This is an optimization exercise on Yosys and OpenROAD, whose aim is small area, not a production implementation.
In this exercise RTL edits were held to simulation tests only and were not proved equivalent to the original.
Power figures rest on the tool's default switching activity, not on a simulated workload.

==> inputs of v34 <==
// APB_WRAPPER
module APB_WRAPPER(
    input PCLK,
    input PRESETn,
    input TRANSFER,
    input [31:0] address,
    input [31:0] write_data,
    input write_en,
    output reg [31:0] read_data
);
==> module APB_rdbit, before the edit <==
module APB_rdbit (
    input  [7:0] sel,
    input  [7:0] word,
    input        hold,
    input        q,
    output       d
);
    wire y0, y1, y2;
    APB_aoi222 g0 (.a1(sel[0]), .a2(word[0]), .b1(sel[1]), .b2(word[1]), .c1(sel[2]), .c2(word[2]), .y(y0));
    APB_aoi222 g1 (.a1(sel[3]), .a2(word[3]), .b1(sel[4]), .b2(word[4]), .c1(sel[5]), .c2(word[5]), .y(y1));
    APB_aoi222 g2 (.a1(sel[6]), .a2(word[6]), .b1(sel[7]), .b2(word[7]), .c1(hold),   .c2(q),       .y(y2));
    assign d = ~(y0 & y1 & y2);
endmodule
==> module APB_mux2, before the edit <==
module APB_mux2 (
    input  s, a, b,
    output y
);
    assign y = s ? a : b;
endmodule
==> module APB_WRAPPER, before the edit <==
module APB_WRAPPER(
    input PCLK,
    input PRESETn,
    input TRANSFER,
    input [31:0] address,
    input [31:0] write_data,
    input write_en,
    output reg [31:0] read_data
);
    localparam IDLE  = 3'b000;
    localparam SETUP = 3'b001;
    localparam W1    = 3'b010;
    localparam W2    = 3'b011;
    localparam W3    = 3'b100;
    localparam R1    = 3'b101;
    localparam R2    = 3'b110;
    localparam R3    = 3'b111;
    reg [2:0] state;
    reg [2:0] next_state;
    always @(*) begin
        case (state)
            IDLE:    next_state = TRANSFER ? SETUP : IDLE;
            SETUP:   next_state = write_en ? W1 : R1;
            W1:      next_state = W2;
            W2:      next_state = W3;
            R1:      next_state = R2;
            R2:      next_state = R3;
            default: next_state = IDLE;
        endcase
    end
    always @(posedge PCLK or negedge PRESETn) begin
        if (!PRESETn)
            state <= IDLE;
        else
            state <= next_state;
    end
    reg [2:0]  taddr;
    reg        pend;
    reg [31:0] wdata;
    always @(posedge PCLK) begin
        if (state == SETUP) begin
            taddr <= address[2:0];
            pend  <= write_en;
            wdata <= write_data;
        end
    end
    reg [1:0] rot;
    always @(posedge PCLK)
        rot <= rot + 2'd1;
    reg [31:0] ring0 [0:3];
    reg [31:0] ring1 [0:3];
    wire at_slot0 = pend & (taddr[1:0] == rot);
    wire wr0 = at_slot0 & ~taddr[2];
    wire wr1 = at_slot0 &  taddr[2];
    wire [31:0] in0, in1;
    genvar g;
    generate
        for (g = 0; g < 32; g = g + 1) begin : wr
            APB_mux2 m0 (.s(wr0), .a(wdata[g]), .b(ring0[0][g]), .y(in0[g]));
            APB_mux2 m1 (.s(wr1), .a(wdata[g]), .b(ring1[0][g]), .y(in1[g]));
        end
    endgenerate
    always @(posedge PCLK) begin
        ring0[0] <= ring0[1];
        ring0[1] <= ring0[2];
        ring0[2] <= ring0[3];
        ring0[3] <= in0;
        ring1[0] <= ring1[1];
        ring1[1] <= ring1[2];
        ring1[2] <= ring1[3];
        ring1[3] <= in1;
    end
    wire load = (state == R3);
    wire [1:0] rslot = taddr[1:0] - rot;
    wire [7:0] rsel;
    generate
        for (g = 0; g < 8; g = g + 1) begin : dec
            assign rsel[g] = load & ({taddr[2], rslot} == g);
        end
    endgenerate
    wire [31:0] rd_next;
    generate
        for (g = 0; g < 32; g = g + 1) begin : rd
            APB_rdbit bit_mux (
                .sel(rsel),
                .word({ring1[3][g], ring1[2][g], ring1[1][g], ring1[0][g],
                       ring0[3][g], ring0[2][g], ring0[1][g], ring0[0][g]}),
                .hold(~load),
                .q(read_data[g]),
                .d(rd_next[g])
            );
        end
    endgenerate
    always @(posedge PCLK or negedge PRESETn) begin
        if (!PRESETn)
            read_data <= 32'b0;
        else
            read_data <= rd_next;
    end
endmodule
==> flow/config.mk <==
export PLATFORM = sky130hd
export DESIGN_NAME = APB_WRAPPER
export DESIGN_NICKNAME = APB_WRAPPER
export VERILOG_FILES = /design/flow/design.v
export SDC_FILE = /design/flow/constraint.sdc
export NUM_CORES = 4
export LEC_CHECK = 0
export CAP_MARGIN = 20
export CORE_MARGIN = 2
export CORE_UTILIZATION = 70
export PLACE_DENSITY = 0.85
export SLEW_MARGIN = 20
export SYNTH_HIERARCHICAL = 1
export SYNTH_MINIMUM_KEEP_SIZE = 0
==> flow/constraint.sdc <==
create_clock -name core_clock -period 5.0 [get_ports {PCLK}]
set_input_delay 1.0000 -clock core_clock [delete_from_list [all_inputs] [get_ports {PCLK}]]
set_output_delay 1.0000 -clock core_clock [all_outputs]
set_load 0.01 [all_outputs]
standard.sh (not shown) runs the stock make flow with config.mk's settings and CLKGATE_MAP_FILE= SYNTH_SCRIPT=/design/flow/synth_recipe.tcl, a recipe that flattens the netlist after the stock synthesis.
==> flow/flow/run.sh <==
#!/bin/bash
# Own layout flow: the standard flow with every synthesised cell first
# set to its smallest size, smaller port buffers, and a clock tree without
# dummy loads. make's output goes to ./flow_make.log, each step's to ORFS's logs.
set -euo pipefail
here=$(pwd)
export PRE_FLOORPLAN_TCL="$here/flow/downsize.tcl"
export BUFFER_PORTS_ARGS="-buffer_cell sky130_fd_sc_hd__buf_1"
export CTS_ARGS="-sink_clustering_enable -repair_clock_nets -dont_use_dummy_load -buf_list {sky130_fd_sc_hd__clkbuf_4} -sink_clustering_size 10 -sink_clustering_max_diameter 30"
bash standard.sh finish > flow_make.log 2>&1
==> flow/flow/downsize.tcl <==
# Before floorplan: set every cell to the smallest-area drive strength of its
# own family (same function and pins). Later repair steps size cells up and
# buffer nets again wherever slew, capacitance or timing needs it.
set db [ord::get_db]
set block [[$db getChip] getBlock]
set best [dict create]
foreach lib [$db getLibs] {
  foreach m [$lib getMasters] {
    set name [$m getName]
    if {[string match "*lpflow*" $name] || [string match "*probe*" $name]} { continue }
    if {![regexp {^(sky130_fd_sc_hd__[a-z0-9]+)_([0-9]+)$} $name -> fam n]} { continue }
    set lc [get_lib_cells $name]
    if {$lc eq "" || [get_property $lc dont_use]} { continue }
    set area [expr {[$m getWidth] * [$m getHeight]}]
    if {![dict exists $best $fam] || $area < [lindex [dict get $best $fam] 1]} {
      dict set best $fam [list $m $area]
    }
  }
}
set n_swapped 0
foreach inst [$block getInsts] {
  set name [[$inst getMaster] getName]
  if {![regexp {^(sky130_fd_sc_hd__[a-z0-9]+)_([0-9]+)$} $name -> fam n]} { continue }
  if {![dict exists $best $fam]} { continue }
  set m [lindex [dict get $best $fam] 0]
  if {[$m getName] ne $name} {
    $inst swapMaster $m
    incr n_swapped
  }
}
puts "downsize.tcl: swapped $n_swapped cells to their smallest size"
==> v13 (differences from v34) <==
==> flow/design.v (replaced) <==
module APB_ao22 (
    input  a1, a2, b1, b2,
    output y
);
    assign y = (a1 & a2) | (b1 & b2);
endmodule
module APB_aoi222 (
    input  a1, a2, b1, b2, c1, c2,
    output y
);
    assign y = ~((a1 & a2) | (b1 & b2) | (c1 & c2));
endmodule
module APB_ao6x2 (
    input  [5:0] s,
    input  [5:0] d,
    output y
);
    wire lo_n, hi_n;
    APB_aoi222 g0 (.a1(s[0]), .a2(d[0]), .b1(s[1]), .b2(d[1]), .c1(s[2]), .c2(d[2]), .y(lo_n));
    APB_aoi222 g1 (.a1(s[3]), .a2(d[3]), .b1(s[4]), .b2(d[4]), .c1(s[5]), .c2(d[5]), .y(hi_n));
    assign y = ~(lo_n & hi_n);
endmodule
module APB_WRAPPER(
    input PCLK,
    input PRESETn,
    input TRANSFER,
    input [31:0] address,
    input [31:0] write_data,
    input write_en,
    output reg [31:0] read_data
);
    localparam IDLE  = 3'b000;
    localparam SETUP = 3'b001;
    localparam W1    = 3'b010;
    localparam W2    = 3'b011;
    localparam W3    = 3'b100;
    localparam R1    = 3'b101;
    localparam R2    = 3'b110;
    localparam R3    = 3'b111;
    reg [2:0] state;
    reg [2:0] next_state;
    always @(*) begin
        case (state)
            IDLE:    next_state = TRANSFER ? SETUP : IDLE;
            SETUP:   next_state = write_en ? W1 : R1;
            W1:      next_state = W2;
            W2:      next_state = W3;
            R1:      next_state = R2;
            R2:      next_state = R3;
            default: next_state = IDLE;
        endcase
    end
    always @(posedge PCLK or negedge PRESETn) begin
        if (!PRESETn)
            state <= IDLE;
        else
            state <= next_state;
    end
    genvar g;
    reg [1:0] rot;
    always @(posedge PCLK)
        rot <= rot + 2'd1;
    wire cap  = (state == SETUP);
    wire capn = ~cap;
    reg  [2:0] taddr;
    reg        pend;
    wire [3:0] cap_d;
    wire [3:0] cap_in  = {write_en, address[2:0]};
    wire [3:0] cap_old = {pend, taddr};
    generate
        for (g = 0; g < 4; g = g + 1) begin : capm
            APB_ao22 m (.a1(cap), .a2(cap_in[g]), .b1(capn), .b2(cap_old[g]), .y(cap_d[g]));
        end
    endgenerate
    always @(posedge PCLK)
        {pend, taddr} <= cap_d;
    reg [31:0] ring0 [0:3];
    reg [31:0] ring1 [0:3];
    reg [31:0] hbuf;
    wire at_slot0 = pend & (taddr[1:0] == rot);
    wire wr0  = at_slot0 & ~taddr[2];
    wire wr1  = at_slot0 &  taddr[2];
    wire wr0n = ~wr0;
    wire wr1n = ~wr1;
    wire [31:0] in0, in1;
    generate
        for (g = 0; g < 32; g = g + 1) begin : wr
            APB_ao22 m0 (.a1(wr0), .a2(hbuf[g]), .b1(wr0n), .b2(ring0[0][g]), .y(in0[g]));
            APB_ao22 m1 (.a1(wr1), .a2(hbuf[g]), .b1(wr1n), .b2(ring1[0][g]), .y(in1[g]));
        end
    endgenerate
    always @(posedge PCLK) begin
        ring0[0] <= ring0[1];
        ring0[1] <= ring0[2];
        ring0[2] <= ring0[3];
        ring0[3] <= in0;
        ring1[0] <= ring1[1];
        ring1[1] <= ring1[2];
        ring1[2] <= ring1[3];
        ring1[3] <= in1;
    end
    wire [1:0] rslot = taddr[1:0] - rot;
    wire rd_cap = ((state == R1) | (state == R2)) & ~rslot[0];
    wire [5:0] h_s, h_d;
    assign h_s[0] = cap & write_en;
    assign h_s[1] = rd_cap & ~taddr[2] & ~rslot[1];
    assign h_s[2] = rd_cap & ~taddr[2] &  rslot[1];
    assign h_s[3] = rd_cap &  taddr[2] & ~rslot[1];
    assign h_s[4] = rd_cap &  taddr[2] &  rslot[1];
    assign h_s[5] = ~(h_s[0] | rd_cap);
    wire [31:0] h_next;
    generate
        for (g = 0; g < 32; g = g + 1) begin : hm
            APB_ao6x2 m (.s(h_s),
                         .d({hbuf[g], ring1[2][g], ring1[0][g], ring0[2][g], ring0[0][g], write_data[g]}),
                         .y(h_next[g]));
        end
    endgenerate
    always @(posedge PCLK)
        hbuf <= h_next;
    wire load  = (state == R3);
    wire loadn = ~load;
    wire [31:0] rd_next;
    generate
        for (g = 0; g < 32; g = g + 1) begin : rm
            APB_ao22 m (.a1(load), .a2(hbuf[g]), .b1(loadn), .b2(read_data[g]), .y(rd_next[g]));
        end
    endgenerate
    always @(posedge PCLK or negedge PRESETn) begin
        if (!PRESETn)
            read_data <= 32'b0;
        else
            read_data <= rd_next;
    end
endmodule
--- a/flow/flow/run.sh
+++ b/flow/flow/run.sh
@@ -6,5 +6,5 @@
 here=$(pwd)
 export PRE_FLOORPLAN_TCL="$here/flow/downsize.tcl"
 export BUFFER_PORTS_ARGS="-buffer_cell sky130_fd_sc_hd__buf_1"
-export CTS_ARGS="-sink_clustering_enable -repair_clock_nets -dont_use_dummy_load -buf_list {sky130_fd_sc_hd__clkbuf_4} -sink_clustering_size 10 -sink_clustering_max_diameter 30"
+export CTS_ARGS="-sink_clustering_enable -repair_clock_nets -dont_use_dummy_load -buf_list {sky130_fd_sc_hd__clkbuf_4 sky130_fd_sc_hd__clkbuf_8} -sink_clustering_size 20 -sink_clustering_max_diameter 50"
 bash standard.sh finish > flow_make.log 2>&1
==> run summary <==
Clk pwr share=0.176; critical path's slowest cell=nor3_2; layout cell share with drive strength beyond 1=0.0530; combinational power share=0.180; root buffer selected by CTS=clkbuf_8; outcome=complete, no violations; Mapped Nets=631; final setup margin=approximately 2.6 ns; starting density of the core=0.717; Skew-Pair Late Insertion Delay=0.51 ns; Seq area share=0.716
-- figures above: v13

==> run summary <==
signal buffers share of area=0.0364; upper clock frequency limit=a little over 0.3 GHz; outcome=complete, no violations; final setup margin=1.72 ns; layout cell share with drive strength beyond 1=0.103; critical path's slowest cell=nor4_2; Clk pwr share=0.177; starting density of the core=0.720; Seq area share=0.702; combinational power share=0.127; Mapped Nets=626; delay-heaviest family, CP=buffers and inverters
-- figures above: v34

## separate check: timing with driven ports
The results above use ideal ports. As a check the final layouts listed here were re-extracted and re-timed, cells and wires unchanged. Step 1 assumes that a clkbuf_16 drives the clock port and a buf_2 every other input. Step 2 times the ports against the registers' clock, not the clock port: input delays grow and output delays shrink by t, the midpoint of the rising clock arrivals with the driver on. a / b / c = ideal / step 1 / step 2; a / b = the first two.
run	shift t [ns]	setup WS [ns]	hold slack, ns	worst data-port slew with drivers (ns)	pins driven straight from the clock port
v34	0.651	1.725 / 1.725 / 1.725	0.299 / 0.299 / 0.299	0.05	1
v13	0.540	2.590 / 2.590 / 2.482	0.309 / 0.309 / 0.309	0.04	1
After both steps every run listed still meets setup and hold. The setup slack of v13, which loses most, moves by 0.000 ns with the drivers and by -0.108 ns with both steps.
